Source: an optimization exercise on an open RTL-to-GDS flow (aim: small area and a short achievable clock period). Production flows keep margins and buffers that such runs may drop.
Where RTL was checked, it was by simulation tests only, not by an equivalence proof against the original.
No functional check of the RTL was part of runs 5 to 7.
Power is estimated from default activity; no workload was simulated.

$ cat flow/config.mk
export PLATFORM = sky130hd
export DESIGN_NAME = sobel_filter
export DESIGN_NICKNAME = sobel_filter
export VERILOG_FILES = /design/flow/design.v
export SDC_FILE = /design/flow/constraint.sdc
export NUM_CORES = 4
export LEC_CHECK = 0
export CAP_MARGIN = 5
export CORE_MARGIN = 2
export CORE_UTILIZATION = 70
export PLACE_DENSITY = 0.8
export SLEW_MARGIN = 5
export SYNTH_HIERARCHICAL = 1
export SYNTH_MINIMUM_KEEP_SIZE = 0
$ cat flow/constraint.sdc
create_clock -name core_clock -period 12.0 [get_ports {clk}]
set_input_delay 2.4000 -clock core_clock [delete_from_list [all_inputs] [get_ports {clk}]]
set_output_delay 2.4000 -clock core_clock [all_outputs]
set_load 0.01 [all_outputs]
$ cat flow/design.v
`timescale 1ns / 1ps
module conv3x3 #(
    parameter int PIXEL_WIDTH = 8,
    parameter int IMAGE_WIDTH = 64
) (
    input  logic                   clk,
    input  logic                   rst_n,
    input  logic [PIXEL_WIDTH-1:0] pixel_in,
    input  logic                   valid_in,
    output logic [PIXEL_WIDTH-1:0] edge_out,
    output logic                   valid_out
);
  localparam int W = IMAGE_WIDTH;
  localparam int PW = PIXEL_WIDTH;
  localparam int DEPTH = 2 * W + 1;   
  localparam int CW = 6;   
  logic [DEPTH*PW-1:0] lb;
  always_ff @(posedge clk) begin
    if (valid_in) lb <= {lb[(DEPTH-1)*PW-1:0], pixel_in};
  end
  logic [CW-1:0] col;
  logic [1:0] line;
  logic warm;
  always_ff @(posedge clk or negedge rst_n) begin
    if (!rst_n) begin
      col  <= '0;
      line <= '0;
      warm <= 1'b0;
    end else if (valid_in) begin
      col <= col + 1'b1;
      if (&col && !line[1]) line <= line + 1'b1;
      if (line[1] && col == CW'(2)) warm <= 1'b1;
    end
  end
  assign valid_out = valid_in & warm;
  logic n1, n0;
  assign n1 = ~&col;
  assign n0 = n1 & (col != '0);
  logic [7:0] w12, w02, w01, w20, w10, w00, w21;
  assign w12 = lb[(W-2)*PW+:PW];
  assign w02 = lb[(2*W-2)*PW+:PW];
  assign w01 = n1 ? lb[(2*W-1)*PW+:PW] : '0;
  assign w20 = n0 ? lb[(0)*PW+:PW] : '0;
  assign w10 = n0 ? lb[(W)*PW+:PW] : '0;
  assign w00 = n0 ? lb[(2*W)*PW+:PW] : '0;
  assign w21 = n1 ? pixel_in : '0;
  logic [7:0] zs1, zc1;
  logic [8:0] zs2, zc2, zs3, zc3;
  assign zs1 = w12 ^ ~w00 ^ ~w10;
  assign zc1 = (w12 & ~w00) | (w12 & ~w10) | (~w00 & ~w10);
  sobel_csa #(9) u_z2 (
      .a({1'b0, zs1}),
      .b({zc1, 1'b1}),
      .c({1'b0, ~w01}),
      .s(zs2),
      .co(zc2)
  );
  sobel_csa #(9) u_z3 (
      .a(zs2),
      .b({zc2[7:0], 1'b1}),
      .c({1'b0, w21}),
      .s(zs3),
      .co(zc3)
  );
  logic [10:0] z_nxt;
  assign z_nxt = 11'(zs3) + {1'b0, zc3, 1'b1};
  logic [7:0] us1, uc1, us2, uc2;
  logic [8:0] us3, uc3;
  logic [9:0] us4, uc4;
  assign us1 = w12 ^ w02 ^ w01;
  assign uc1 = (w12 & w02) | (w12 & w01) | (w02 & w01);
  assign us2 = ~w10 ^ ~w20 ^ us1;
  assign uc2 = (~w10 & ~w20) | (~w10 & us1) | (~w20 & us1);
  sobel_csa #(9) u_u3 (
      .a({1'b0, us2}),
      .b({uc1, 1'b1}),
      .c({uc2, 1'b1}),
      .s(us3),
      .co(uc3)
  );
  sobel_csa #(10) u_u4 (
      .a({1'b0, us3}),
      .b({uc3, 1'b0}),
      .c({2'b00, ~w21}),
      .s(us4),
      .co(uc4)
  );
  logic [10:0] u_nxt;
  assign u_nxt = 11'(us4) + {uc4, 1'b1};
  logic [10:0] z, u;   
  always_ff @(posedge clk) begin
    if (valid_in) begin
      z <= z_nxt;
      u <= u_nxt;
    end
  end
  logic [10:0] xs, xc, ys, yc;
  sobel_csa #(11) u_gx (
      .a ({3'b010, pixel_in}),
      .b (z),
      .c (u),
      .s (xs),
      .co(xc)
  );
  sobel_csa #(11) u_gy (
      .a ({3'b000, pixel_in}),
      .b (z),
      .c (~u),
      .s (ys),
      .co(yc)
  );
  logic xco, yco;
  sobel_co #(11) u_sx (
      .a  (xs),
      .b  ({xc[9:0], 1'b0}),
      .co (xco)
  );
  sobel_co #(11) u_sy (
      .a  (ys),
      .b  ({yc[9:0], 1'b1}),
      .co (yco)
  );
  logic sx, sy;
  assign sx = ~xc[10] & ~xco;
  assign sy = ~yc[10] & ~yco;
  logic [6:0] zm1, ua;
  logic usat;
  assign zm1 = 7'(z[6:0] - 7'd1);
  sobel_abs u_abs (
      .x   (u),
      .xa  (ua),
      .xsat(usat)
  );
  logic [10:0] v;
  logic [6:0] vm1;
  logic vsat;
  logic [6:0] half;
  assign v    = 11'(pixel_in) + z;
  assign vm1  = pixel_in[6:0] + zm1;
  assign vsat = (v >= 11'd896) || (v <= 11'd640);
  assign half = (sx == sy) ? (sx ? ~vm1 : v[6:0]) : ua;
  always_ff @(posedge clk) begin
    if (valid_in) edge_out <= (usat || vsat) ? 8'd255 : {half, 1'b0};
  end
endmodule
module sobel_csa #(
    parameter int N = 8
) (
    input  logic [N-1:0] a,
    input  logic [N-1:0] b,
    input  logic [N-1:0] c,
    output logic [N-1:0] s,
    output logic [N-1:0] co
);
  assign s  = a ^ b ^ c;
  assign co = (a & b) | (a & c) | (b & c);
endmodule
module sobel_co #(
    parameter int N = 11
) (
    input  logic [N-1:0] a,
    input  logic [N-1:0] b,
    output logic         co
);
  logic [N:0] sum;
  assign sum = (N + 1)'(a) + (N + 1)'(b);
  assign co  = sum[N];
endmodule
module sobel_abs (
    input  logic [10:0] x,
    output logic [ 6:0] xa,
    output logic        xsat
);
  assign xa   = (x >= 11'd768) ? x[6:0] : 7'(-x[6:0]);
  assign xsat = (x >= 11'd896) || (x <= 11'd640);
endmodule
`timescale 1ns / 1ps
module sobel_filter #(
    parameter int PIXEL_WIDTH = 8,
    parameter int IMAGE_WIDTH = 64
) (
    input  logic                   clk,
    input  logic                   rst_n,
    input  logic [PIXEL_WIDTH-1:0] pixel_in,
    input  logic                   valid_in,
    output logic [PIXEL_WIDTH-1:0] edge_out,
    output logic                   valid_out
);
  conv3x3 #(
      .PIXEL_WIDTH(PIXEL_WIDTH),
      .IMAGE_WIDTH(IMAGE_WIDTH)
  ) u_core (
      .clk      (clk),
      .rst_n    (rst_n),
      .pixel_in (pixel_in),
      .valid_in (valid_in),
      .edge_out (edge_out),
      .valid_out(valid_out)
  );
endmodule
$ cat flow/flow/run.sh
#!/bin/bash
set -euo pipefail
bash standard.sh SETUP_SLACK_MARGIN=7 MATCH_CELL_FOOTPRINT=0 \
  'BUFFER_PORTS_ARGS=-buffer_cell sky130_fd_sc_hd__buf_2' \
  'CTS_ARGS=-sink_clustering_enable -repair_clock_nets -sink_clustering_size 16 -sink_clustering_max_diameter 60 -buf_list sky130_fd_sc_hd__clkbuf_8 -dont_use_dummy_load' \
  finish > standard_flow.log 2>&1
$ cat flow/standard.sh
#!/bin/bash
# synth_recipe.tcl (not shown) runs the flow's synth.tcl, then flattens the netlist and writes it again
# the make line also repeats each setting of config.mk as NAME=value (left out here)
make -C /OpenROAD-flow-scripts/flow DESIGN_CONFIG=/design/flow/config.mk WORK_HOME=/design/flow/orfs CLKGATE_MAP_FILE= SYNTH_SCRIPT=/design/flow/synth_recipe.tcl "${@:-finish}"
==> results_dict.tcl, run 1 <==
set metrics [dict create \
    rows 83 \
    syn_inst 1620 \
    start_util_pct 71.2 \
    die_y_um 233 \
    p_int_mw 5.89 \
    dp_slack_ps 5680 \
    hold_ws_ps 375 \
    min_from "u_core.lb[361]" \
    sw_frac_of_total_pct 27.4 \
    finalCriticalPeriod_ps 5160 \
    holdBufCountCts 0 \
    die_x_um 233 \
    cts_inserted_buffers 78 \
    crit_slowest_cell "and2_4" \
    antenna_found_initial 0 \
    finalHoldViolations 0 \
    ios 20 \
    die-area_um2 54300 \
    first_pass_iters 5 \
    p_leak_nw 13.8 \
    p_seq_share_pct 57.1 \
    slew_headroom_pct 29.3 \
    reg2reg_slack_ps 7040 \
    cts_tree "built" \
    clkTransAtPathRegs_ps 90 \
    layout_setup_ws_ps 6840 \
    path_max_fanout 4 \
    yosysWarnings 7 \
    synth_cell_types 58 \
    fin_nets 1919 \
    synth-edff-count 1062 \
    cp_slowest_stage_delay_ps 140 \
    synth_flop_cell "edfxtp_1" \
    switchingPower_mw 2.22 \
    path_class "in -> out" \
    cp.arrival_ps 2760 \
    endpoint_kind "output pin" \
    core_area_um2 51600 \
    synth_seq_cells 1071 \
    worstMarginPinSlew_ps 1060 \
    htreeDepth 3 \
    clk_latency_ps 710 \
    irDropWorstVdd_mv 0.231 \
    status "complete, no violations" \
    async_flop_share_pct 0.840 \
    finalCritPeriodShare_pct 43.0 \
    grt_max_degree 204 \
    path_cells "buf_16 > and2_4 > buf_6" \
    cp.buffers_inverters 2 \
    wirelength_um 50900 \
    clock_path_buffers 3 \
    p_per_area_nw_per_um2 206 \
    syn_to_final_growth_pct 7.12 \
    viasPerCell 5.74 \
    stdcell_area_um2 39400 \
    setup_tns_ps 0 \
    ys_seq_area_share_pct 87.4 \
    maxCapViolCount 0 \
    routed-via-count 14005 \
    skew_ps 96.8 \
    worstSetupStartpoint "valid_in" \
    place.gp.congestion 0.836 \
    cp.required_ps 9600 \
    drt_iter0_drc 1136 \
    pwr-share-clk_pct 19.5 \
    syn_area_um2 36800 \
    wl_per_cell_um 20.9 \
    fmax_mhz 194 \
    clock-sinks 1071 \
    grt_overflow 0 \
    fin_util_pct 76.3 \
    root_buffer "clkbuf_8" \
    synth.avg_cell_area_um2 22.7 \
    dpl.hpwl_um 27400 \
    hp-class "reg -> reg" \
    drc 0 \
    place_inst 2341 \
    grtUsageTotal_pct 19.2 \
    final_cells 2439 \
    r2r_start "u_core.col[1]" \
    grt_pass1_wl_um 77300 \
    rsz0062_at_grt "true" \
    finalPower_mw 8.11 \
    pwr-share-comb_pct 23.4 \
    antenna_cells 0 \
    cp_top_family "buffers and inverters" \
    slew_viol_final 0 \
    layout-drive-gt1-share_pct 9.72 \
    antenna_left 0 \
    port_buffers 19 \
    placed_area_um2 37800 \
    final-setup-viol-count 0 \
    grt_pass1_vias 14108 \
    critPathLaunchType "primary input" \
]
[cells in the final DEF (no fill, tap or decap), drive strengths merged, types with 2 or more instances in the layout]
cell type     n
a21o          7
clkbuf       81
inv         117
and3          7
or3           3
a21boi        4
nor4          4
nand2b        2
mux2i         2
ha           60
o21a          2
a2111oi       3
nand2        58
xor2         14
conb         20
dfrtp         9
or2           3
buf          46
a21oi        38
o21ai        23
nand4         7
a211o         2
nor3         10
nand4b        2
o211ai        2
nor2b         5
nand3         3
o22ai         5
a31o          2
and2          9
fa           87
a31oi         4
xnor2        19
edfxtp     1062
o31ai         2
nor2         22
[registers in the layout, indices dropped and copies added (netlist names)]
| register | flops |
|---|---|
| u_core.z | 11 |
| u_core.u | 11 |
| u_core.warm | 1 |
| u_core.col | 6 |
| u_core.lb | 1032 |
| u_core.line | 2 |
| u_core.edge_out | 8 |
[power groups by stage]
| stage | registers [mW] | logic [mW] | clock network (mW) |
|---|---|---|---|
| 2_1_floorplan | 4.63 | 1.28 | 0 |
| 3_3_place_gp | 4.69 | 1.62 | 0 |
| 3_5_place_dp | 4.70 | 1.71 | 0 |
| 4_1_cts | 4.63 | 1.79 | 1.65 |
| 5_1_grt | 4.66 | 2.13 | 1.75 |
| 6_report | 4.63 | 1.90 | 1.58 |
[logic make-up after synthesis]
| group | synth area share [%] |
|---|---|
| AO/OA/AOI/OAI | 1.76 |
| other | 0.0204 |
| buffers and inverters | 1.29 |
| flip-flops | 87.4 |
| multiplexers | 0.0851 |
| XOR/XNOR | 0.786 |
| AND/OR/NAND/NOR | 1.86 |
| adder cells (fa/ha/maj) | 6.81 |
[path summary, 6_finish.rpt]
check                            endpoint  cells after the start
max in group asynchronous   u_core.col[0]                      1
hold reg to reg            u_core.lb[369]                      0
setup reg to reg              u_core.u[9]                     18
setup / recovery                valid_out                      3
hold / removal             u_core.lb[369]                      0
min in group asynchronous   u_core.col[1]                      1
[worst register-to-register path: stages (launching register included)]
cell and delay, ps:
dfrtp_1 430, ha_4 180, and3_4 190, nand3_4 160, buf_6 140, buf_8 140
nand2_4 70, fa_1 490, fa_1 510, inv_1 60, fa_1 560, fa_1 470
ha_4 250, inv_1 80, o21ai_2 70, a2111o_1 380, a31o_2 270, a21oi_2 130
xnor2_1 80
[cell usage after synthesis, types with 9 or more instances]
cell,instances,area share (%)
a21oi_1,38,0.52
nand2_1,58,0.59
xor2_1,14,0.33
nor3_1,9,0.12
fa_1,87,4.7
edfxtp_1,1062,87
nor2_1,22,0.22
and2_1,9,0.15
dfrtp_1,9,0.61
xnor2_1,19,0.45
o21ai_0,21,0.29
ha_1,60,2.0
inv_1,117,1.2
[final cells by class]
type | count | area (µm²)
flip-flops and latches | 1071 | 32100
repair buffers | 49 | 465
well taps | 680 | 851
multi-input cells | 444 | 4420
fillers | 2503 | 12200
inverters | 117 | 442
clock buffers | 78 | 1070
[what timing repair did]
action / CTS / global route
resized for setup: 29 / 28
cloned: 4 / 0
setup endpoints to repair: 266 / 262
setup buffers: 10 / 6
pin swaps: 13 / 26
[metal layers]
metal  up-vias  track usage, %  routed length (µm)
li1       6331               -                   -
met1      7236            29.6               23600
met2       346            28.6               23800
met3        92            3.34                2340
met4         0            7.07                1180
met5         -               0                   0
==> run 2: changes to the inputs <==
==> flow/flow/run.sh (replaced) <==
#!/bin/bash
set -euo pipefail
bash standard.sh SETUP_SLACK_MARGIN=7 MATCH_CELL_FOOTPRINT=0 \
  'BUFFER_PORTS_ARGS=-buffer_cell sky130_fd_sc_hd__buf_2' \
  'CTS_ARGS=-sink_clustering_enable -repair_clock_nets -sink_clustering_size 18 -sink_clustering_max_diameter 55 -buf_list sky130_fd_sc_hd__clkbuf_8 -dont_use_dummy_load' \
  finish > standard_flow.log 2>&1
--- a/flow/config.mk
+++ b/flow/config.mk
@@ -6,9 +6,7 @@
 export NUM_CORES = 4
 export LEC_CHECK = 0
-export CAP_MARGIN = 5
+export CAP_MARGIN = 20
 export CORE_MARGIN = 2
 export CORE_UTILIZATION = 70
 export PLACE_DENSITY = 0.8
-export SLEW_MARGIN = 5
-export SYNTH_HIERARCHICAL = 1
-export SYNTH_MINIMUM_KEEP_SIZE = 0
+export SLEW_MARGIN = 20
==> run 2 against run 1 <==
  * Still clean
  * Design area shrank 1.1%
  * Fmax shrank 0.78%
  * Hold slack gained 11 ps
  * Via count shrank 2.1%
  * Clock power shrank 5%
  * Flip-flop and latch count is the same
  * Non-clock buffer count shrank 9
  * Sequential share of layout area grew 0.93 points
  * Register-to-register slack gained 120 ps
  * Die area shrank 0.27%
  * Total power shrank 3.8%
  * Largest cell class unchanged
==> results_dict.tcl, run 2 <==
set metrics [dict create \
    critPathLaunchType "primary input" \
    synth.avg_cell_area_um2 22.3 \
    path_max_fanout 3 \
    grt_max_degree 226 \
    synth-edff-count 1062 \
    place.gp.congestion 0.803 \
    cts_tree "built" \
    p_per_area_nw_per_um2 200 \
    ys_seq_area_share_pct 87.6 \
    netlist.area_leader.share_pct 87.0 \
    reg2reg_slack_ps 7160 \
    endpoint_kind "output pin" \
    layout_setup_ws_ps 6800 \
    syn_area_um2 36600 \
    routed-via-count 13705 \
    fin_nets 1897 \
    hold_ws_ps 386 \
    die_x_um 233 \
    worst_r2r_endpoint "u_core.u[9]" \
    final_common_cell "edfxtp_1" \
    fmax_mhz 192 \
    stdcell_area_um2 38900 \
    largest_register_ffs 1032 \
    top_register "u_core.lb" \
    root_buffer "clkbuf_8" \
    placed_area_um2 37700 \
    reg_top3 "u_core.lb (1032), u_core.u (11), u_core.z (11)" \
    worstMarginPinSlew_ps 1060 \
    yosys-top-cells-count "edfxtp_1, inv_1, ha_1" \
    syn_inst 1641 \
    status "complete, no violations" \
    antenna_left 0 \
    crit_end "valid_out" \
    dp_slack_ps 5940 \
    final-setup-viol-count 0 \
    port_buffers 19 \
    syn_to_final_growth_pct 6.21 \
    first_pass_iters 5 \
    slew_headroom_pct 29.1 \
    cp.required_ps 9600 \
    cts_inserted_buffers 71 \
    drc 0 \
    slew_viol_final 0 \
    layout-drive-gt1-share_pct 7.90 \
    setup_tns_ps 0 \
    synth.largest_area_cell "edfxtp_1" \
    wirelength_um 49200 \
    dpl.hpwl_um 27000 \
    grt_overflow 0 \
    hp-class "reg -> reg" \
    p_leak_nw 13.6 \
    synthTopCellsByArea "edfxtp_1, fa_1, ha_1" \
    cp.arrival_ps 2800 \
    skew_ps 49.9 \
    whs_path_depth 0 \
    min_from "u_core.lb[984]" \
    yosysWarnings 1 \
    finalHoldViolations 0 \
    path_class "in -> out" \
    grtUsageTotal_pct 18.6 \
    htreeDepth 3 \
    synth_most_common_cell "edfxtp_1" \
    finalCriticalPeriod_ps 5200 \
    rr_worst_depth 18 \
    irDropWorstVdd_mv 0.131 \
    synth_seq_cells 1071 \
    wl_per_cell_um 20.3 \
    worstSetupStartpoint "valid_in" \
    mostFrequentLayoutCells "edfxtp_1, inv_1, ha_1, clkbuf_8, fa_1" \
    grt_pass1_vias 13725 \
    maxCapViolCount 0 \
    clkTransAtPathRegs_ps 100 \
    rows 83 \
    antenna_found_initial 1 \
    synth_cell_types 56 \
    drt_iter0_drc 1249 \
    ios 20 \
    viasPerCell 5.65 \
    die-area_um2 54200 \
    clock-sinks 1071 \
    r2r_start "u_core.col[1]" \
    synth_flop_cell "edfxtp_1" \
    grt_pass1_wl_um 75200 \
    clk_latency_ps 650 \
    rsz0062_at_grt "true" \
    core_area_um2 51500 \
    async_flop_share_pct 0.840 \
    start_util_pct 71.1 \
    die_y_um 233 \
    clock_path_buffers 3 \
    finalCritPeriodShare_pct 43.3 \
]
==> run 2: worst min path at each step <==
stage / to
2_1_floorplan: u_core.lb[1000]
3_3_place_gp: u_core.lb[903]
3_5_place_dp: u_core.lb[1004]
4_1_cts: u_core.lb[992]
5_1_grt: u_core.lb[992]
6_report: u_core.lb[992]
==> run 2: layout make-up <==
| type | count | area (µm²) |
|---|---|---|
| flip-flops and latches | 1071 | 32100 |
| repair buffers | 40 | 382 |
| inverters | 128 | 480 |
| fillers | 2674 | 12600 |
| diodes | 1 | 2.50 |
| clock buffers | 71 | 977 |
| well taps | 680 | 851 |
| multi-input cells | 436 | 4120 |
==> run 2: what timing repair did <==
action / CTS / global route
resized for setup: 14 / 18
hold buffers: 0 / 0
setup endpoints to repair: 239 / 329
buffers inserted: 6 / 3
pin swaps: 0 / 5
cloned: 3 / 0
==> run 2: kinds of logic after synthesis <==
| group | share of synthesized area, % |
|---|---|
| AO/OA/AOI/OAI | 1.85 |
| multiplexers | 0.0854 |
| flip-flops | 87.6 |
| AND/OR/NAND/NOR | 1.73 |
| XOR/XNOR | 1.34 |
| buffers and inverters | 1.37 |
| adder cells (fa/ha/maj) | 6.00 |
==> run 2: per-stage QoR <==
step	total power [mW]	util, %	std cells
after global routing	8.24	75.6	2427
after detailed placement	6.28	73.2	2343
final	7.80	75.6	2427
after floorplan	5.82	-	1641
after CTS	7.80	75.4	2423
after global placement	6.22	73.2	2343
==> run 2: where the power goes <==
group	internal (mW)	switching [mW]
Clock	0.535	0.966
Combinational	0.730	0.980
Sequential	4.46	0.132
==> run 2: worst max-delay path: stages <==
cell and delay (ps):
buf_16 120, and2_4 150, buf_6 120
==> run 2: routing by layer <==
| metal | wire (µm) | part of all wire (%) | vias up | GRT usage [%] |
|---|---|---|---|---|
| met5 | 0 | 0 | - | 0 |
| met4 | 1010 | 2.0 | 0 | 5.61 |
| met3 | 2200 | 4.5 | 85 | 3.63 |
| met2 | 22200 | 45 | 297 | 27.1 |
| met1 | 23800 | 48 | 6965 | 29.5 |
| li1 | - | - | 6358 | - |
==> run 3: changes to the inputs <==
--- a/flow/flow/run.sh
+++ b/flow/flow/run.sh
@@ -4,3 +4,4 @@
   'BUFFER_PORTS_ARGS=-buffer_cell sky130_fd_sc_hd__buf_2' \
   'CTS_ARGS=-sink_clustering_enable -repair_clock_nets -sink_clustering_size 18 -sink_clustering_max_diameter 55 -buf_list sky130_fd_sc_hd__clkbuf_8 -dont_use_dummy_load' \
+  "IO_CONSTRAINTS=$PWD/flow/io.tcl" \
   finish > standard_flow.log 2>&1
==> flow/flow/io.tcl (new file) <==
# Keep valid_in and valid_out next to each other on the die edge: the only
# path between them is the combinational valid_in -> valid_out one.
set_io_pin_constraint -group -order -pin_names {valid_in valid_out}
==> run 3 against run 2 <==
  * Clock-buffer cell count up 1
  * Critical path type unchanged
  * Synthesized cell count unchanged
  * Still clean on timing, DRC and antenna
  * Critical endpoint unchanged
  * First-iteration DRC count down 3.8%
==> results_dict.tcl, run 3 <==
set metrics [dict create \
    status "complete, no violations" \
    synthTopCellsByArea "edfxtp_1, fa_1, ha_1" \
    synthAdderAreaFrac_pct 6.00 \
    slew_headroom_pct 32.5 \
    port_buffers 19 \
    synth_most_common_cell "edfxtp_1" \
    first_pass_iters 7 \
    clk_latency_ps 680 \
    rows 83 \
    cp.arrival_ps 2750 \
    grtUsageTotal_pct 18.1 \
    synth-edff-count 1062 \
    grt_max_degree 207 \
    reg2reg_slack_ps 7140 \
    ys_seq_area_share_pct 87.6 \
    root_buffer "clkbuf_8" \
    cp_slowest_stage_delay_ps 130 \
    cp.required_ps 9600 \
    synth_xor_xnor_area_share_pct 1.34 \
    fin_nets 1903 \
    cp_top_family "buffers and inverters" \
    cts_inserted_buffers 72 \
    core_area_um2 51500 \
    placed_area_um2 37700 \
    path_class "in -> out" \
    routed-via-count 13846 \
    reg_top3 "u_core.lb (1032), u_core.u (11), u_core.z (11)" \
    syn_to_final_growth_pct 6.30 \
    clkTransAtPathRegs_ps 100 \
    clock_path_buffers 3 \
    maxCapViolCount 0 \
    viasPerCell 5.69 \
    syn_area_um2 36600 \
    place.gp.congestion 0.850 \
    synth.largest_area_cell "edfxtp_1" \
    p_leak_nw 13.7 \
    synth_seq_cells 1071 \
    worstSetupStartpoint "valid_in" \
    syn_inst 1641 \
    grt_overflow 0 \
    setup_tns_ps 0 \
    synth_flop_cell "edfxtp_1" \
    final_common_cell "edfxtp_1" \
    worst_r2r_endpoint "u_core.z[10]" \
    netlist.area_leader.share_pct 87.0 \
    die_x_um 233 \
    hold_path_end "u_core.lb[669]" \
    yosys-top-cells-count "edfxtp_1, inv_1, ha_1" \
    die_y_um 233 \
    holdBufCountCts 0 \
    rsz0062_at_grt "true" \
    worstMarginPinSlew_ps 1010 \
    skew_ps 52.3 \
    finalCritPeriodShare_pct 42.9 \
    start_util_pct 71.1 \
    ios 20 \
    antenna_left 0 \
    path_cells "buf_16 > and2_4 > buf_6" \
    wirelength_um 48200 \
    crit_slowest_cell "and2_4" \
    yosysWarnings 1 \
    fmax_mhz 194 \
    grt_pass1_wl_um 73400 \
    dpl.hpwl_um 26500 \
    whs_path_depth 0 \
    endpoint_kind "output pin" \
    wl_per_cell_um 19.8 \
    stdcell_area_um2 39000 \
    grt_pass1_vias 13518 \
    hp-class "reg -> reg" \
    synth_compound_gate_area_share_pct 1.85 \
    irDropWorstVdd_mv 0.119 \
    die-area_um2 54200 \
    synth_cell_types 56 \
    antenna_found_initial 2 \
    largest_register_ffs 1032 \
    critPathLaunchType "primary input" \
    cts_tree "built" \
    cp.buffers_inverters 2 \
    synth_top_family_by_area "adder cells" \
    rr_worst_depth 19 \
    drc 0 \
    synth_mux_area_share_pct 0.0854 \
    htreeDepth 3 \
    finalCriticalPeriod_ps 5150 \
    synth.avg_cell_area_um2 22.3 \
    top_register "u_core.lb" \
    synthSimpleGateAreaFrac_pct 1.73 \
    drt_iter0_drc 1202 \
    min_from "u_core.lb[661]" \
    finalHoldViolations 0 \
    p_per_area_nw_per_um2 200 \
    final-setup-viol-count 0 \
    r2r_start "u_core.col[0]" \
    slew_viol_final 0 \
    mostFrequentLayoutCells "edfxtp_1, inv_1, ha_1, clkbuf_8, fa_1" \
    path_max_fanout 4 \
    async_flop_share_pct 0.840 \
    clock-sinks 1071 \
    layout-drive-gt1-share_pct 8.16 \
    antenna_cells 0 \
]
## run 3: how the worst max path moves through the flow
stage,cells after the start,slack (ps),end
2_1_floorplan,2,6940,valid_out
3_3_place_gp,4,5650,u_core.lb[524]
3_5_place_dp,4,5500,u_core.lb[988]
4_1_cts,3,6850,valid_out
5_1_grt,3,6840,valid_out
6_report,3,6850,valid_out
## run 3: per-stage QoR
stage / hold slack (ps) / worst slack (ps) / utilization [%] / total power [mW] / cells
after global routing: 388 / 6840 / 75.6 / 8.21 / 2432
after floorplan: 400 / 6940 / - / 5.82 / 1641
after detailed placement: 405 / 5500 / 73.2 / 6.29 / 2345
after global placement: 402 / 5650 / 73.2 / 6.22 / 2345
final: 390 / 6850 / 75.6 / 7.81 / 2432
after CTS: 391 / 6850 / 75.5 / 7.83 / 2427
## run 3: layer usage
layer | global-route usage [%] | routed length [µm] | up-vias
li1 | - | - | 6352
met1 | 28.7 | 23600 | 7093
met2 | 26.5 | 21400 | 294
met3 | 3.55 | 2030 | 107
met4 | 5.53 | 1300 | 0
met5 | 0 | 0 | -
## run 3: power breakdown
| group | internal [mW] | switching (mW) | leakage, nW | total, mW |
|---|---|---|---|---|
| registers | 4.46 | 0.130 | 10.5 | 4.58 |
| clock network | 0.542 | 0.969 | 0.518 | 1.51 |
| logic | 0.729 | 0.982 | 2.67 | 1.71 |
## run 3: cell type report
type / count / area [µm²]
Tap cell: 680 / 851
Inverter: 128 / 480
Sequential cell: 1071 / 32100
Timing Repair Buffer: 45 / 409
Fill cell: 2715 / 12600
Multi-Input combinational cell: 436 / 4110
Clock buffer: 72 / 991
## run 3: cell families (layout without fill, tap and decap cells)
logic type	after synthesis	after routing
compound gates	103	103
mux	3	3
simple gates	134	134
xor+xnor	56	56
fa+ha+maj	140	140
flops	1071	1071
buf+inv	134	245
## run 3: repair_timing
item / in CTS / in global routing
gates cloned: 4 / 0
buffers inserted: 6 / 5
gates resized for setup: 14 / 15
pin swaps: 1 / 4
endpoints found under the setup margin: 109 / 33
==> run 4: changes to the inputs <==
--- a/flow/config.mk
+++ b/flow/config.mk
@@ -11,2 +11,4 @@
 export PLACE_DENSITY = 0.8
 export SLEW_MARGIN = 20
+export SYNTH_HIERARCHICAL = 1
+export SYNTH_MINIMUM_KEEP_SIZE = 0
==> run 4 against run 3 <==
  * Die area rose by 0.27%
  * Fmax about the same
  * Synthesized area is 0.28% higher
  * Sequential power rose by 1%
  * Total power rose by 3.0%
  * Combinational power increased by 11%
  * Clock power about the same
  * Largest power group unchanged
==> results_dict.tcl, run 4 <==
set metrics [dict create \
    status "complete, no violations" \
    hold_ws_ps 368 \
    final_cells 2423 \
    p_seq_share_pct 57.6 \
    drc 0 \
    wirelength_met1_um 23300 \
    first_pass_iters 5 \
    cts_inserted_buffers 72 \
    synth.avg_cell_area_um2 22.7 \
    placed_area_um2 37800 \
    antenna_left 0 \
    synth_cell_types 58 \
    path_max_fanout 4 \
    rsz0062_at_grt "true" \
    setup_tns_ps 0 \
    largest_register_ffs 1032 \
    path_class "in -> out" \
    async_flop_share_pct 0.840 \
    layout_setup_ws_ps 6850 \
    cp.required_ps 9600 \
    min_from "u_core.lb[483]" \
    stdcell_area_um2 39200 \
    finalHoldViolations 0 \
    wl_met3_um 1890 \
    skew_ps 84.5 \
    top_register "u_core.lb" \
    fin_util_pct 75.9 \
    dp_slack_ps 5560 \
    whs_path_depth 0 \
    ios 20 \
    p_int_mw 5.83 \
    fill_cells 2576 \
    synth_flop_cell "edfxtp_1" \
    critPathLaunchType "primary input" \
    slew_headroom_pct 24.6 \
    grt_pass1_vias 13919 \
    wl_per_cell_um 20.5 \
    dpl.hpwl_um 27900 \
    viasPerCell 5.64 \
    port_buffers 19 \
    grt_max_degree 207 \
    worstMarginPinSlew_ps 1130 \
    layout-drive-gt1-share_pct 8.89 \
    wl_met2_um 23400 \
    die-area_um2 54300 \
    finalCritPeriodShare_pct 42.9 \
    synth.largest_area_cell "edfxtp_1" \
    root_buffer "clkbuf_8" \
    clkTransAtPathRegs_ps 100 \
    synth-edff-count 1062 \
    clock_path_buffers 3 \
    ys_seq_area_share_pct 87.4 \
    die_y_um 233 \
    antenna_found_initial 0 \
    rr_worst_depth 17 \
    clk_latency_ps 680 \
    pwr-share-clk_pct 18.8 \
    final-setup-viol-count 0 \
    htreeDepth 3 \
    syn_inst 1620 \
    p_leak_nw 13.7 \
    grt_pass1_wl_um 76500 \
    yosysWarnings 7 \
    start_util_pct 71.2 \
    wirelength_um 49600 \
    cp.arrival_ps 2750 \
    top_layer "met4" \
    switchingPower_mw 2.21 \
    grtUsageTotal_pct 18.9 \
    endpoint_kind "output pin" \
    mostFrequentLayoutCells "edfxtp_1, inv_1, fa_1, clkbuf_8, ha_1" \
    drt_iter0_drc 1192 \
    syn_area_um2 36800 \
    synth_seq_cells 1071 \
    p_per_area_nw_per_um2 205 \
    place_inst 2339 \
    place.gp.congestion 0.830 \
    hold_path_end "u_core.lb[491]" \
    grt_overflow 0 \
    hp-class "reg -> reg" \
    fin_nets 1903 \
    core_area_um2 51600 \
    finalCriticalPeriod_ps 5150 \
    slew_viol_final 0 \
    syn_to_final_growth_pct 6.57 \
    fmax_mhz 194 \
    rows 83 \
    reg2reg_slack_ps 7030 \
    irDropWorstVdd_mv 0.196 \
    r2r_start "u_core.col[1]" \
    routed-via-count 13675 \
    yosys-top-cells-count "edfxtp_1, inv_1, fa_1" \
    sw_frac_of_total_pct 27.5 \
    cts_tree "built" \
    final_common_cell "edfxtp_1" \
    netlist.area_leader.share_pct 86.8 \
    finalPower_mw 8.04 \
    reg_top3 "u_core.lb (1032), u_core.u (11), u_core.z (11)" \
    clock-sinks 1071 \
    die_x_um 233 \
    synthTopCellsByArea "edfxtp_1, fa_1, ha_1" \
    holdBufCountCts 0 \
    worst_r2r_endpoint "u_core.u[9]" \
    antenna_cells 0 \
    synth_most_common_cell "edfxtp_1" \
    pwr-share-comb_pct 23.6 \
    maxCapViolCount 0 \
]
-- run 4: cell count changes after synthesis, sizes merged, moves of 5 or more --
cell,previous run,this run
or3,8,3
ha,78,60
and2,2,9
a21oi,32,38
xnor2,41,19
inv,128,117
nand2,53,58
nor2,32,22
fa,60,87
-- run 4: logic make-up (layout without fill, tap and decap cells) --
kind of cell	Yosys count	count (layout)	share of synthesized area (%)
fa+ha+maj	148	148	6.81
flops	1071	1071	87.4
buf+inv	123	228	1.29
xor+xnor	33	33	0.786
mux	3	3	0.0851
other cells	2	20	0.0204
simple gates	139	139	1.86
compound gates	101	101	1.76
-- run 4: repair_timing --
action	CTS	global route
setup endpoints to repair	110	106
pin swaps	14	13
gates cloned	4	0
setup buffers	8	0
resized for setup	26	21
hold endpoints to repair	0	0
-- run 4: layout make-up --
type                       count  area [µm²]  area share [%]
timing repair buffer          39         388           0.990
inverter                     117         439            1.12
multi-input combinational    444        4380            11.2
sequential                  1071       32100            82.0
clock buffer                  72         991            2.53
tap                          680         851            2.17
-- run 4: critical path: stages --
cell and delay, ps:
buf_16 100, and2_4 130, buf_6 110
-- run 4: metal layers --
layer  GRT usage [%]  up-vias
li1                -     6294
met1            28.9     7053
met2            28.7      248
met3            3.11       80
met4            6.47        0
met5               0        -
-- run 4: worst max path at each step --
| stage | from | endpoint | slack (ps) | cells after the start |
|---|---|---|---|---|
| floorplan | valid_in | valid_out | 6950 | 2 |
| global placement | valid_in | u_core.lb[951] | 5750 | 4 |
| detailed placement | valid_in | u_core.lb[951] | 5560 | 4 |
| CTS | valid_in | valid_out | 6850 | 3 |
| global route | valid_in | valid_out | 6850 | 3 |
| finish | valid_in | valid_out | 6850 | 3 |
-- run 4: power groups by stage --
stage | Sequential [mW] | Combinational (mW) | Clock [mW]
after floorplan | 4.63 | 1.28 | 0
after global placement | 4.69 | 1.65 | 0
after detailed placement | 4.70 | 1.73 | 0
after CTS | 4.63 | 1.83 | 1.58
after global routing | 4.66 | 2.12 | 1.69
final | 4.63 | 1.90 | 1.51
==> run 5: changes to the inputs <==
--- a/flow/design.v
+++ b/flow/design.v
@@ -64,5 +64,10 @@
   );
   logic [10:0] z_nxt;
-  assign z_nxt = 11'(zs3) + {1'b0, zc3, 1'b1};
+  sobel_add #(11) u_zadd (
+      .a  (11'(zs3)),
+      .b  ({1'b0, zc3[8:0], 1'b0}),
+      .ci (1'b1),
+      .s  (z_nxt)
+  );
   logic [7:0] us1, uc1, us2, uc2;
   logic [8:0] us3, uc3;
@@ -87,5 +92,10 @@
   );
   logic [10:0] u_nxt;
-  assign u_nxt = 11'(us4) + {uc4, 1'b1};
+  sobel_add #(11) u_uadd (
+      .a  (11'(us4)),
+      .b  ({uc4, 1'b0}),
+      .ci (1'b1),
+      .s  (u_nxt)
+  );
   logic [10:0] z, u;   
   always_ff @(posedge clk) begin
@@ -136,6 +146,16 @@
   logic vsat;
   logic [6:0] half;
-  assign v    = 11'(pixel_in) + z;
-  assign vm1  = pixel_in[6:0] + zm1;
+  sobel_add #(11) u_vadd (
+      .a  (11'(pixel_in)),
+      .b  (z),
+      .ci (1'b0),
+      .s  (v)
+  );
+  sobel_add #(7) u_vm1add (
+      .a  (pixel_in[6:0]),
+      .b  (zm1),
+      .ci (1'b0),
+      .s  (vm1)
+  );
   assign vsat = (v >= 11'd896) || (v <= 11'd640);
   assign half = (sx == sy) ? (sx ? ~vm1 : v[6:0]) : ua;
@@ -155,4 +175,33 @@
   assign s  = a ^ b ^ c;
   assign co = (a & b) | (a & c) | (b & c);
+endmodule
+module sobel_add #(
+    parameter int N = 11
+) (
+    input  logic [N-1:0] a,
+    input  logic [N-1:0] b,
+    input  logic         ci,
+    output logic [N-1:0] s
+);
+  localparam int L = (N > 8) ? 4 : (N > 4) ? 3 : (N > 2) ? 2 : 1;   
+  logic [N-1:0] g[L+1];
+  logic [N-1:0] p[L+1];
+  logic [N-1:0] h;
+  assign h = a ^ b;
+  assign g[0] = (a & b) | {{(N - 1) {1'b0}}, h[0] & ci};
+  assign p[0] = h;
+  for (genvar l = 0; l < L; l++) begin : g_lvl
+    for (genvar i = 0; i < N; i++) begin : g_bit
+      if ((i >> l) & 1) begin : g_cmb
+        localparam int J = ((i >> l) << l) - 1;
+        assign g[l+1][i] = g[l][i] | (p[l][i] & g[l][J]);
+        assign p[l+1][i] = p[l][i] & p[l][J];
+      end else begin : g_pass
+        assign g[l+1][i] = g[l][i];
+        assign p[l+1][i] = p[l][i];
+      end
+    end
+  end
+  assign s = h ^ {g[L][N-2:0], ci};
 endmodule
 module sobel_co #(
--- a/flow/config.mk
+++ b/flow/config.mk
@@ -11,4 +11,2 @@
 export PLACE_DENSITY = 0.8
 export SLEW_MARGIN = 20
-export SYNTH_HIERARCHICAL = 1
-export SYNTH_MINIMUM_KEEP_SIZE = 0
==> run 5 against run 4 <==
  * Largest power group unchanged
  * Cell count fell by 1.0%
  * Synthesized cell count is 2.5% lower
  * Still clean
  * First-iteration DRC count increased by 3.9%
  * Fmax hardly changed
==> results_dict.tcl, run 5 <==
set metrics [dict create \
    die_x_um 232 \
    core_area_um2 51400 \
    finalCriticalPeriod_ps 5150 \
    mostFrequentLayoutCells "edfxtp_1, inv_1, clkbuf_8, ha_1, fa_1" \
    drc 0 \
    ios 20 \
    antenna_cells 0 \
    cp_slowest_stage_delay_ps 130 \
    p_leak_nw 13.8 \
    top_register "u_core.lb" \
    multi_input_area_um2 4100 \
    endpoint_kind "output pin" \
    netlist.area_leader.share_pct 87.5 \
    final_common_cell "edfxtp_1" \
    cts_tree "built" \
    stdcell_area_um2 39300 \
    cts_inserted_buffers 74 \
    finalCritPeriodShare_pct 42.9 \
    final_cells 2398 \
    irDropWorstVdd_mv 0.137 \
    setup_tns_ps 0 \
    die-area_um2 53900 \
    slew_viol_final 0 \
    path_class "in -> out" \
    path_cells "buf_16 > and2_4 > buf_6" \
    layout-drive-gt1-share_pct 11.8 \
    register_area_um2 32100 \
    hp-class "reg -> reg" \
    first_pass_iters 6 \
    cp_top_family "buffers and inverters" \
    grt_pass1_wl_um 80200 \
    grt_overflow 0 \
    syn_area_um2 36500 \
    place.gp.congestion 0.882 \
    start_util_pct 70.9 \
    cp.buffers_inverters 2 \
    clock-sinks 1071 \
    antenna_found_initial 1 \
    largest_register_ffs 1032 \
    drt_iter0_drc 1238 \
    grt_max_degree 238 \
    htreeDepth 3 \
    grt_pass1_vias 13770 \
    synthTopCellsByArea "edfxtp_1, fa_1, ha_1" \
    cp_num_cells 3 \
    whs_path_depth 0 \
    syn_to_final_growth_pct 7.77 \
    final-setup-viol-count 0 \
    place_inst 2281 \
    synth_cell_types 48 \
    clk_latency_ps 680 \
    fill_cells 2530 \
    syn_inst 1579 \
    wl_per_cell_um 23.0 \
    slew_headroom_pct 33.5 \
    viasPerCell 5.78 \
    critPathLaunchType "primary input" \
    port_buffers 19 \
    rr_worst_depth 24 \
    synth.largest_area_cell "edfxtp_1" \
    path_max_fanout 5 \
    finalHoldViolations 0 \
    async_flop_share_pct 0.840 \
    synth.avg_cell_area_um2 23.1 \
    dpl.hpwl_um 28600 \
    yosys-top-cells-count "edfxtp_1, inv_1, fa_1" \
    yosysWarnings 7 \
    root_buffer "clkbuf_8" \
    synth_flop_cell "edfxtp_1" \
    hold_ws_ps 373 \
    fin_nets 1874 \
    skew_ps 70.4 \
    grtUsageTotal_pct 20.4 \
    crit_slowest_cell "and2_4" \
    rows 83 \
    fmax_mhz 194 \
    synth_seq_cells 1071 \
    cp.required_ps 9600 \
    clock_path_buffers 3 \
    maxCapViolCount 0 \
    reg_top3 "u_core.lb (1032), u_core.u (11), u_core.z (11)" \
    routed-via-count 13864 \
    wirelength_um 55100 \
    clkTransAtPathRegs_ps 100 \
    synth-edff-count 1062 \
    die_y_um 232 \
    placed_area_um2 37500 \
    antenna_left 0 \
    worstMarginPinSlew_ps 997 \
    holdBufCountCts 0 \
    rsz0062_at_grt "true" \
    synth_most_common_cell "edfxtp_1" \
    ys_seq_area_share_pct 88.1 \
    cp.arrival_ps 2750 \
    status "complete, no violations" \
    fin_util_pct 76.4 \
    p_per_area_nw_per_um2 206 \
]
run 5: per-layer routing:
layer | track usage [%] | vias to the layer above | wire (µm)
li1 | - | 6191 | -
met1 | 30.7 | 7139 | 24500
met2 | 31.6 | 416 | 26300
met3 | 3.49 | 118 | 2730
met4 | 6.17 | 0 | 1550
met5 | 0 | - | 0
run 5: what timing repair did:
action / in CTS / in global routing
buffers inserted: 21 / 15
resized for setup: 28 / 39
endpoints found under the setup margin: 462 / 288
gates cloned: 5 / 0
pin swaps: 34 / 43
run 5: metrics by stage:
step	total power [mW]	setup slack (ps)
2_1_floorplan	5.72	6570
3_3_place_gp	6.14	5570
3_5_place_dp	6.21	5360
4_1_cts	7.90	6870
5_1_grt	8.49	6710
6_report	8.10	6850
run 5: cell families after synthesis:
logic type / count (synthesis) / share of synthesized area [%]
flops: 1071 / 88.1
fa+ha+maj: 147 / 6.50
buf+inv: 131 / 1.35
simple gates: 101 / 1.26
compound gates: 78 / 1.55
xor+xnor: 49 / 1.18
mux: 2 / 0.0549
run 5: layout make-up:
type	count	share of cell area [%]
clock buffer	74	2.59
inverter	124	1.20
multi-input combinational	377	10.4
sequential	1071	81.7
tap	680	2.17
timing repair buffer	72	1.85
run 5: worst register-to-register path, stage by stage, from the launching register on:
cell	delay, ps
dfrtp_1	450
ha_4	190
nand3_2	70
or2_4	180
clkinvlp_4	160
a21oi_4	180
buf_12	160
buf_4	130
nand2_1	60
ha_1	200
nor2_1	100
nand2_1	90
ha_1	310
xor2_1	190
fa_1	460
fa_2	360
a21o_1	170
a21oi_2	160
o21bai_1	100
a21oi_2	180
nor2b_1	80
nor2_2	190
o21bai_2	100
fa_2	340
xor2_1	160
run 5: worst paths after layout:
check,to,slack (ps),from
worst min register to register,u_core.lb[743],370,u_core.lb[735]
worst max-delay path,valid_out,6850,valid_in
worst min-delay path,u_core.lb[743],370,u_core.lb[735]
max in group asynchronous,u_core.line[0],10150,rst_n
min in group asynchronous,u_core.col[1],1570,rst_n
worst max register to register,u_core.z[9],6910,u_core.col[1]
run 5: report_power, final:
group          switching, mW  internal (mW)
Sequential             0.146           4.45
Combinational           1.05          0.879
Clock                   1.01          0.556
==> run 6: changes to the inputs <==
==> flow/flow/run.sh (replaced) <==
#!/bin/bash
set -euo pipefail
bash standard.sh SETUP_SLACK_MARGIN=7 MATCH_CELL_FOOTPRINT=0 \
  'BUFFER_PORTS_ARGS=-buffer_cell sky130_fd_sc_hd__buf_2' \
  'CTS_ARGS=-sink_clustering_enable -repair_clock_nets -sink_clustering_size 16 -sink_clustering_max_diameter 60 -buf_list sky130_fd_sc_hd__clkbuf_8 -dont_use_dummy_load' \
  finish > standard_flow.log 2>&1
removed: flow/flow/io.tcl
==> run 6 against run 5 <==
  * Critical path type unchanged
  * Total power grew 0.29%
  * Register-to-register slack lost 20 ps
  * Core utilization grew 0.10 points
  * Still clean
  * Hold slack lost 10 ps
  * Largest power group unchanged
  * Design area grew 0.14%
==> results_dict.tcl, run 6 <==
set metrics [dict create \
    status "complete, no violations" \
    synth.largest_area_cell "edfxtp_1" \
    port_buffers 19 \
    fmax_mhz 193 \
    synth_seq_cells 1071 \
    p_per_area_nw_per_um2 206 \
    top_register "u_core.lb" \
    syn_area_um2 36500 \
    cts_inserted_buffers 79 \
    htreeDepth 3 \
    cp_top_family "buffers and inverters" \
    clkTransAtPathRegs_ps 90 \
    stdcell_area_um2 39300 \
    finalCritPeriodShare_pct 43.2 \
    ys_seq_area_share_pct 88.1 \
    clock-sinks 1071 \
    antenna_cells 0 \
    synth_cell_types 48 \
    fin_nets 1878 \
    grt_pass1_vias 13814 \
    cp.arrival_ps 2780 \
    synth_mux_area_share_pct 0.0549 \
    crit_slowest_cell "and2_4" \
    cp.buffers_inverters 2 \
    synth-edff-count 1062 \
    place.gp.congestion 0.846 \
    wirelength_um 54500 \
    synth_flop_cell "edfxtp_1" \
    die_y_um 232 \
    hp-class "reg -> reg" \
    drt_iter0_drc 1256 \
    async_flop_share_pct 0.840 \
    root_buffer "clkbuf_8" \
    die-area_um2 53900 \
    antenna_found_initial 1 \
    first_pass_iters 6 \
    skew_ps 65.1 \
    grt_pass1_wl_um 79500 \
    largest_register_ffs 1032 \
    register_area_um2 32100 \
    path_class "in -> out" \
    final_common_cell "edfxtp_1" \
    slew_viol_final 0 \
    die_x_um 232 \
    p_leak_nw 13.8 \
    grt_max_degree 222 \
    syn_inst 1579 \
    drc 0 \
    holdBufCountCts 0 \
    placed_area_um2 37500 \
    fill_cells 2474 \
    setup_tns_ps 0 \
    yosys-top-cells-count "edfxtp_1, inv_1, fa_1" \
    endpoint_kind "output pin" \
    layout-drive-gt1-share_pct 11.8 \
    finalCriticalPeriod_ps 5180 \
    wl_per_cell_um 22.7 \
    syn_to_final_growth_pct 7.92 \
    clk_latency_ps 670 \
    critPathLaunchType "primary input" \
    finalHoldViolations 0 \
    path_cells "buf_16 > and2_4 > buf_6" \
    viasPerCell 5.76 \
    multi_input_area_um2 4130 \
    start_util_pct 70.9 \
    synth_xor_xnor_area_share_pct 1.18 \
    rsz0062_at_grt "true" \
    reg_top3 "u_core.lb (1032), u_core.u (11), u_core.z (11)" \
    clock_path_buffers 3 \
    final-setup-viol-count 0 \
    mostFrequentLayoutCells "edfxtp_1, inv_1, clkbuf_8, fa_1, ha_1" \
    antenna_left 0 \
    synth_most_common_cell "edfxtp_1" \
    rows 83 \
    yosysWarnings 7 \
    dpl.hpwl_um 29500 \
    cp.required_ps 9600 \
    cp_slowest_stage_delay_ps 140 \
    grtUsageTotal_pct 20.1 \
    grt_overflow 0 \
    cts_tree "built" \
    worstMarginPinSlew_ps 1160 \
    path_max_fanout 3 \
    core_area_um2 51400 \
    irDropWorstVdd_mv 0.138 \
    slew_headroom_pct 23.0 \
    netlist.area_leader.share_pct 87.5 \
    synthSimpleGateAreaFrac_pct 1.26 \
    routed-via-count 13835 \
    synth_compound_gate_area_share_pct 1.55 \
    synthTopCellsByArea "edfxtp_1, fa_1, ha_1" \
    maxCapViolCount 0 \
    synthAdderAreaFrac_pct 6.50 \
    synth.avg_cell_area_um2 23.1 \
    synth_top_family_by_area "adder cells" \
    ios 20 \
]
[run 6: cell counts after synthesis]
Identical to the previous run, type by type.
[run 6: layout make-up]
class | count | area share (%)
clock buffers | 79 | 2.76
inverters | 124 | 1.20
multi-input cells | 377 | 10.5
flip-flops and latches | 1071 | 81.6
well taps | 680 | 2.16
repair buffers | 71 | 1.74
[run 6: worst paths after layout]
check	startpoint	endpoint	slack (ps)	cells past startpoint
max in group asynchronous	rst_n	u_core.line[0]	10210	1
min reg2reg	u_core.lb[575]	u_core.lb[583]	360	0
min	u_core.lb[575]	u_core.lb[583]	360	0
max	valid_in	valid_out	6820	3
max reg2reg	u_core.col[0]	u_core.z[9]	6890	21
min in group asynchronous	rst_n	u_core.col[2]	1580	1
[run 6: worst reg2reg max path: cells and delay by family, from the launching register on]
kind	cells	cell delay, ps
AND/OR/NAND/NOR	5	480
adder cells (fa/ha/maj)	6	2250
XOR/XNOR	2	310
AO/OA/AOI/OAI	6	1030
flip-flops	1	430
buffers and inverters	2	330
[run 6: power by group]
part	internal [mW]	switching, mW	leakage [nW]
logic	0.889	1.04	2.79
clock network	0.592	0.999	0.568
registers	4.46	0.145	10.5
[run 6: metal layers]
| layer | GRT usage [%] | part of all wire (%) |
|---|---|---|
| met1 | 29.4 | 44 |
| met2 | 31.8 | 49 |
| met3 | 4.03 | 4.6 |
| met4 | 6.09 | 2.5 |
| met5 | 0 | 0.024 |
[run 6: logic make-up after synthesis]
| family | after synthesis |
|---|---|
| AO/OA/AOI/OAI | 78 |
| XOR/XNOR | 49 |
| adder cells (fa/ha/maj) | 147 |
| buffers and inverters | 131 |
| flip-flops | 1071 |
| multiplexers | 2 |
| AND/OR/NAND/NOR | 101 |
[run 6: repair_timing]
action,4_1_cts,5_1_grt
resized for setup,24,37
setup endpoints to repair,21,13
pin swaps,26,40
cloned,3,1
setup buffers,21,17
[run 6: through the flow]
step | setup slack (ps) | hold slack, ps | power [mW] | instances | utilization [%]
floorplan | 6570 | 400 | 5.72 | 1579 | -
global placement | 6230 | 402 | 6.11 | 2280 | 73.0
detailed placement | 6110 | 405 | 6.20 | 2280 | 73.0
CTS | 6810 | 364 | 7.93 | 2383 | 75.8
global route | 6730 | 367 | 8.52 | 2402 | 76.5
finish | 6820 | 363 | 8.12 | 2402 | 76.5
==> run 7: changes to the inputs <==
--- a/flow/design.v
+++ b/flow/design.v
@@ -64,10 +64,5 @@
   );
   logic [10:0] z_nxt;
-  sobel_add #(11) u_zadd (
-      .a  (11'(zs3)),
-      .b  ({1'b0, zc3[8:0], 1'b0}),
-      .ci (1'b1),
-      .s  (z_nxt)
-  );
+  assign z_nxt = 11'(zs3) + {1'b0, zc3, 1'b1};
   logic [7:0] us1, uc1, us2, uc2;
   logic [8:0] us3, uc3;
@@ -92,10 +87,5 @@
   );
   logic [10:0] u_nxt;
-  sobel_add #(11) u_uadd (
-      .a  (11'(us4)),
-      .b  ({uc4, 1'b0}),
-      .ci (1'b1),
-      .s  (u_nxt)
-  );
+  assign u_nxt = 11'(us4) + {uc4, 1'b1};
   logic [10:0] z, u;   
   always_ff @(posedge clk) begin
@@ -105,57 +95,24 @@
     end
   end
-  logic [10:0] xs, xc, ys, yc;
-  sobel_csa #(11) u_gx (
-      .a ({3'b010, pixel_in}),
-      .b (z),
-      .c (u),
-      .s (xs),
-      .co(xc)
-  );
-  sobel_csa #(11) u_gy (
-      .a ({3'b000, pixel_in}),
-      .b (z),
-      .c (~u),
-      .s (ys),
-      .co(yc)
-  );
-  logic xco, yco;
-  sobel_co #(11) u_sx (
-      .a  (xs),
-      .b  ({xc[9:0], 1'b0}),
-      .co (xco)
-  );
-  sobel_co #(11) u_sy (
-      .a  (ys),
-      .b  ({yc[9:0], 1'b1}),
-      .co (yco)
-  );
-  logic sx, sy;
-  assign sx = ~xc[10] & ~xco;
-  assign sy = ~yc[10] & ~yco;
+  logic signed [11:0] tx, ty;
   logic [6:0] zm1, ua;
   logic usat;
-  assign zm1 = 7'(z[6:0] - 7'd1);
-  sobel_abs u_abs (
-      .x   (u),
-      .xa  (ua),
-      .xsat(usat)
+  sobel_pre u_pre (
+      .z   (z),
+      .u   (u),
+      .tx  (tx),
+      .ty  (ty),
+      .zm1 (zm1),
+      .ua  (ua),
+      .usat(usat)
   );
   logic [10:0] v;
   logic [6:0] vm1;
-  logic vsat;
+  logic sx, sy, vsat;
   logic [6:0] half;
-  sobel_add #(11) u_vadd (
-      .a  (11'(pixel_in)),
-      .b  (z),
-      .ci (1'b0),
-      .s  (v)
-  );
-  sobel_add #(7) u_vm1add (
-      .a  (pixel_in[6:0]),
-      .b  (zm1),
-      .ci (1'b0),
-      .s  (vm1)
-  );
+  assign v    = 11'(pixel_in) + z;
+  assign vm1  = pixel_in[6:0] + zm1;
+  assign sx   = $signed({4'b0000, pixel_in}) < tx;
+  assign sy   = $signed({4'b0000, pixel_in}) < ty;
   assign vsat = (v >= 11'd896) || (v <= 11'd640);
   assign half = (sx == sy) ? (sx ? ~vm1 : v[6:0]) : ua;
@@ -176,43 +133,21 @@
   assign co = (a & b) | (a & c) | (b & c);
 endmodule
-module sobel_add #(
-    parameter int N = 11
-) (
-    input  logic [N-1:0] a,
-    input  logic [N-1:0] b,
-    input  logic         ci,
-    output logic [N-1:0] s
+module sobel_pre (
+    input  logic        [10:0] z,
+    input  logic        [10:0] u,
+    output logic signed [11:0] tx,
+    output logic signed [11:0] ty,
+    output logic        [ 6:0] zm1,
+    output logic        [ 6:0] ua,
+    output logic               usat
 );
-  localparam int L = (N > 8) ? 4 : (N > 4) ? 3 : (N > 2) ? 2 : 1;   
-  logic [N-1:0] g[L+1];
-  logic [N-1:0] p[L+1];
-  logic [N-1:0] h;
-  assign h = a ^ b;
-  assign g[0] = (a & b) | {{(N - 1) {1'b0}}, h[0] & ci};
-  assign p[0] = h;
-  for (genvar l = 0; l < L; l++) begin : g_lvl
-    for (genvar i = 0; i < N; i++) begin : g_bit
-      if ((i >> l) & 1) begin : g_cmb
-        localparam int J = ((i >> l) << l) - 1;
-        assign g[l+1][i] = g[l][i] | (p[l][i] & g[l][J]);
-        assign p[l+1][i] = p[l][i] & p[l][J];
-      end else begin : g_pass
-        assign g[l+1][i] = g[l][i];
-        assign p[l+1][i] = p[l][i];
-      end
-    end
-  end
-  assign s = h ^ {g[L][N-2:0], ci};
-endmodule
-module sobel_co #(
-    parameter int N = 11
-) (
-    input  logic [N-1:0] a,
-    input  logic [N-1:0] b,
-    output logic         co
-);
-  logic [N:0] sum;
-  assign sum = (N + 1)'(a) + (N + 1)'(b);
-  assign co  = sum[N];
+  assign tx  = 12'sd1536 - 12'(z) - 12'(u);
+  assign ty  = 12'(u) - 12'(z);
+  assign zm1 = 7'(z[6:0] - 7'd1);
+  sobel_abs u_abs (
+      .x   (u),
+      .xa  (ua),
+      .xsat(usat)
+  );
 endmodule
 module sobel_abs (
==> flow/flow/run.sh (replaced) <==
#!/bin/bash
set -euo pipefail
bash standard.sh SETUP_SLACK_MARGIN=7 finish > standard_flow.log 2>&1
--- a/flow/config.mk
+++ b/flow/config.mk
@@ -8,5 +8,9 @@
 export CAP_MARGIN = 20
 export CORE_MARGIN = 2
-export CORE_UTILIZATION = 70
-export PLACE_DENSITY = 0.8
+export CORE_UTILIZATION = 40
+export CTS_BUF_LIST = sky130_fd_sc_hd__clkbuf_8
+export CTS_CLUSTER_DIAMETER = 60
+export CTS_CLUSTER_SIZE = 16
 export SLEW_MARGIN = 20
+export SYNTH_HIERARCHICAL = 1
+export SYNTH_MINIMUM_KEEP_SIZE = 0
==> run 7 against run 6 <==
  * Still clean
  * Die area grew 77%
  * Core utilization shrank 32 points
  * Clock skew shrank 33 ps
  * Clock power grew 18%
  * Hold slack gained 46 ps
  * Clock-buffer cell count grew 10
  * Setup slack lost 13 ps
  * Flip-flop and latch count is the same
  * Via count grew 5.1%
  * Synthesized cell count grew 8.4%
  * Critical path depth is the same
  * Critical path type unchanged
  * Critical endpoint unchanged
  * Largest cell class unchanged
  * Largest power group unchanged
  * Highest routed layer is now met4
==> results_dict.tcl, run 7 <==
set metrics [dict create \
    stdcell_area_um2 41000 \
    reg2reg_slack_ps 7040 \
    drt_iter0_drc 1279 \
    start_util_pct 40.5 \
    pwr-share-comb_pct 27.9 \
    cp.arrival_ps 2790 \
    final_cells 3132 \
    syn_inst 1712 \
    async_flop_share_pct 0.840 \
    synth_flop_cell "edfxtp_1" \
    path_cells "buf_16 > and2_4 > buf_6" \
    reg_top3 "u_core.lb (1032), u_core.u (11), u_core.z (11)" \
    dpl.hpwl_um 27200 \
    worst_r2r_endpoint "u_core.u[9]" \
    grt_pass1_vias 14556 \
    grtUsageTotal_pct 10.8 \
    syn_to_final_growth_pct 10.2 \
    place.gp.congestion 0.838 \
    top_register "u_core.lb" \
    path_class "in -> out" \
    htreeDepth 3 \
    p_int_mw 6.30 \
    endpoint_kind "output pin" \
    root_buffer "clkbuf_8" \
    yosysWarnings 7 \
    maxCapViolCount 0 \
    syn_area_um2 37200 \
    grt_max_degree 192 \
    cp_slowest_stage_delay_ps 150 \
    status "complete, no violations" \
    first_pass_iters 5 \
    synthTopCellsByArea "edfxtp_1, fa_1, ha_1" \
    slew_headroom_pct 23.9 \
    netlist.area_leader.share_pct 85.7 \
    register_area_um2 32100 \
    slew_viol_final 0 \
    synth-edff-count 1062 \
    synth_mux_area_share_pct 0.111 \
    synth_cell_types 63 \
    fin_nets 2014 \
    antenna_left 0 \
    rsz0062_at_grt "true" \
    antenna_found_initial 1 \
    cts_inserted_buffers 87 \
    cts_tree "built" \
    ios 20 \
    pwr-share-clk_pct 20.9 \
    p_per_area_nw_per_um2 220 \
    place_inst 2988 \
    final_common_cell "edfxtp_1" \
    holdBufCountCts 0 \
    die_y_um 309 \
    core_area_um2 91900 \
    ys_seq_area_share_pct 86.3 \
    synthSimpleGateAreaFrac_pct 2.21 \
    grt_pass1_wl_um 80800 \
    synth_compound_gate_area_share_pct 2.20 \
    multi_input_area_um2 4770 \
    clock-sinks 1071 \
    synth.avg_cell_area_um2 21.7 \
    hold_path_end "u_core.lb[887]" \
    port_buffers 19 \
    rr_worst_depth 17 \
    synth_most_common_cell "edfxtp_1" \
    irDropWorstVdd_mv 0.239 \
    hold_ws_ps 409 \
    clk_latency_ps 690 \
    cp.required_ps 9600 \
    wirelength_um 51600 \
    skew_ps 31.7 \
    rows 111 \
    whs_path_depth 0 \
    setup_tns_ps 0 \
    finalCritPeriodShare_pct 43.3 \
    finalHoldViolations 0 \
    grt_overflow 0 \
    wl_per_cell_um 16.5 \
    die-area_um2 95500 \
    synth_seq_cells 1071 \
    largest_register_ffs 1032 \
    critPathLaunchType "primary input" \
    fill_cells 7796 \
    synthAdderAreaFrac_pct 6.36 \
    placed_area_um2 39100 \
    r2r_start "u_core.col[1]" \
    layout-drive-gt1-share_pct 10.1 \
    clkTransAtPathRegs_ps 90 \
    p_leak_nw 14.3 \
    sw_frac_of_total_pct 30.0 \
    finalCriticalPeriod_ps 5190 \
    synth.largest_area_cell "edfxtp_1" \
    yosys-top-cells-count "edfxtp_1, inv_1, ha_1" \
    path_max_fanout 4 \
    fmax_mhz 193 \
    p_seq_share_pct 51.2 \
    min_from "u_core.lb[879]" \
    hp-class "reg -> reg" \
    viasPerCell 4.64 \
    synth_xor_xnor_area_share_pct 1.46 \
    final-setup-viol-count 0 \
    worstMarginPinSlew_ps 1140 \
    mostFrequentLayoutCells "edfxtp_1, inv_1, clkbuf_8, ha_1, fa_1" \
    routed-via-count 14535 \
    die_x_um 309 \
    drc 0 \
    switchingPower_mw 2.71 \
    clock_path_buffers 3 \
    crit_slowest_cell "and2_4" \
    synth_top_family_by_area "adder cells" \
]
[run 7: changes by cell type in the layout (fill, tap and decap cells not counted), moves of 12 or more]
cell / change
a21oi_1: +24
buf_4: -20
ha_1: +17
buf_2: -15
clkdlybuf4s50_1: +14
o21ai_0: +14
nor2_1: +13
conb_1: +12
[run 7: final cells by class]
type | count | share of cell area (%)
multi-input combinational | 517 | 11.6
clock buffer | 89 | 2.99
antenna | 2 | 0.0122
inverter | 126 | 1.15
sequential | 1071 | 78.3
tap | 1243 | 3.79
clock inverter | 33 | 0.705
timing repair buffer | 51 | 1.42
[run 7: repair_timing]
item                       in CTS  in global routing
resized for setup              27                 30
setup endpoints to repair     375                211
cloned                          3                  1
pin swaps                       9                 17
buffers inserted               10                  6
[run 7: through the flow]
| step | power, mW | worst slack, ps | utilization [%] |
|---|---|---|---|
| after floorplan | 6.42 | 6930 | - |
| after global placement | 6.98 | 5250 | 42.5 |
| after detailed placement | 7.05 | 5070 | 42.5 |
| after CTS | 9.05 | 6780 | 44.4 |
| after global routing | 9.60 | 6800 | 44.6 |
| final | 9.01 | 6810 | 44.6 |
[run 7: cell families (layout without fill, tap and decap cells)]
family          Yosys count  after routing
xor+xnor                 62             62
compound gates          125            125
fa+ha+maj               149            149
flops                  1071           1071
mux                       4              4
simple gates            165            165
other cells               2             14
buf+inv                 134            299
[run 7: worst max path at each step]
stage	end	startpoint	slack (ps)
after global routing	valid_out	valid_in	6800
after detailed placement	u_core.lb[809]	valid_in	5070
after global placement	u_core.lb[801]	valid_in	5250
final	valid_out	valid_in	6810
after floorplan	valid_out	valid_in	6930
after CTS	valid_out	valid_in	6780
[run 7: modules after synthesis (local to each module, per instance), a selection]
module	cell area (µm²)	copies in the design
sobel_abs	179	1
sobel_pre	1220	1
[run 7: power by group through the flow]
stage | registers, mW | logic, mW | clock network, mW
after floorplan | 4.62 | 1.80 | 0
after global placement | 4.69 | 2.30 | 0
after detailed placement | 4.68 | 2.36 | 0
after CTS | 4.61 | 2.45 | 1.99
after global routing | 4.64 | 2.84 | 2.11
final | 4.62 | 2.51 | 1.88
[run 7: metal layers]
layer  global-route usage (%)  up-vias  routed length [µm]
met4                     4.14        0                1400
met2                     15.1      269               21600
li1                         -     6716                   -
met5                        0        -                   0
met1                     16.7     7441               26600
met3                     1.99      109                2020
[run 7: critical path: cells and delay by family]
family	cells	cell delay, ps
buffers and inverters	2	230
and+or+nand+nor	1	150

[what the ideal ports hide]
How much do the figures lean on ideal ports? The routed layouts below were timed once more, with nothing changed but the port constraints. Step 1 (the two cells are an assumption about what drives the block):
set clk [get_ports {clk}]
set_driving_cell -lib_cell sky130_fd_sc_hd__clkbuf_16 $clk
set_driving_cell -lib_cell sky130_fd_sc_hd__buf_2 [delete_from_list [all_inputs] $clk]
Step 2, shift: input delay + t, output delay - t, t = (earliest + latest rising clock arrival at the registers) / 2. This alone moves slack from input paths to output paths. a / b / c = no drivers / after step 1 / after step 2; a / b = the first two.
| run | t, ns | setup WS [ns] | hold slack, ns | clock arrival spread, ns |
|---|---|---|---|---|
| run 1 | 0.715 | 6.841 / 6.651 / 6.423 | 0.375 / 0.375 / 0.375 | 0.097 / 0.097 |
| run 2 | 0.701 | 6.800 / 6.627 / 6.360 | 0.386 / 0.386 / 0.386 | 0.076 / 0.076 |
| run 3 | 0.695 | 6.849 / 6.639 / 6.518 | 0.390 / 0.390 / 0.390 | 0.087 / 0.087 |
| run 4 | 0.685 | 6.854 / 6.651 / 6.444 | 0.368 / 0.368 / 0.368 | 0.111 / 0.111 |
| run 5 | 0.701 | 6.855 / 6.598 / 6.265 | 0.373 / 0.373 / 0.373 | 0.082 / 0.082 |
| run 6 | 0.688 | 6.818 / 6.578 / 6.285 | 0.363 / 0.363 / 0.363 | 0.072 / 0.072 |
| run 7 | 0.735 | 6.805 / 6.667 / 6.441 | 0.409 / 0.409 / 0.409 | 0.034 / 0.034 |
After both steps every run listed still meets setup and hold. The setup slack of run 5, which loses most, moves by -0.257 ns with the drivers and by -0.590 ns with both steps.
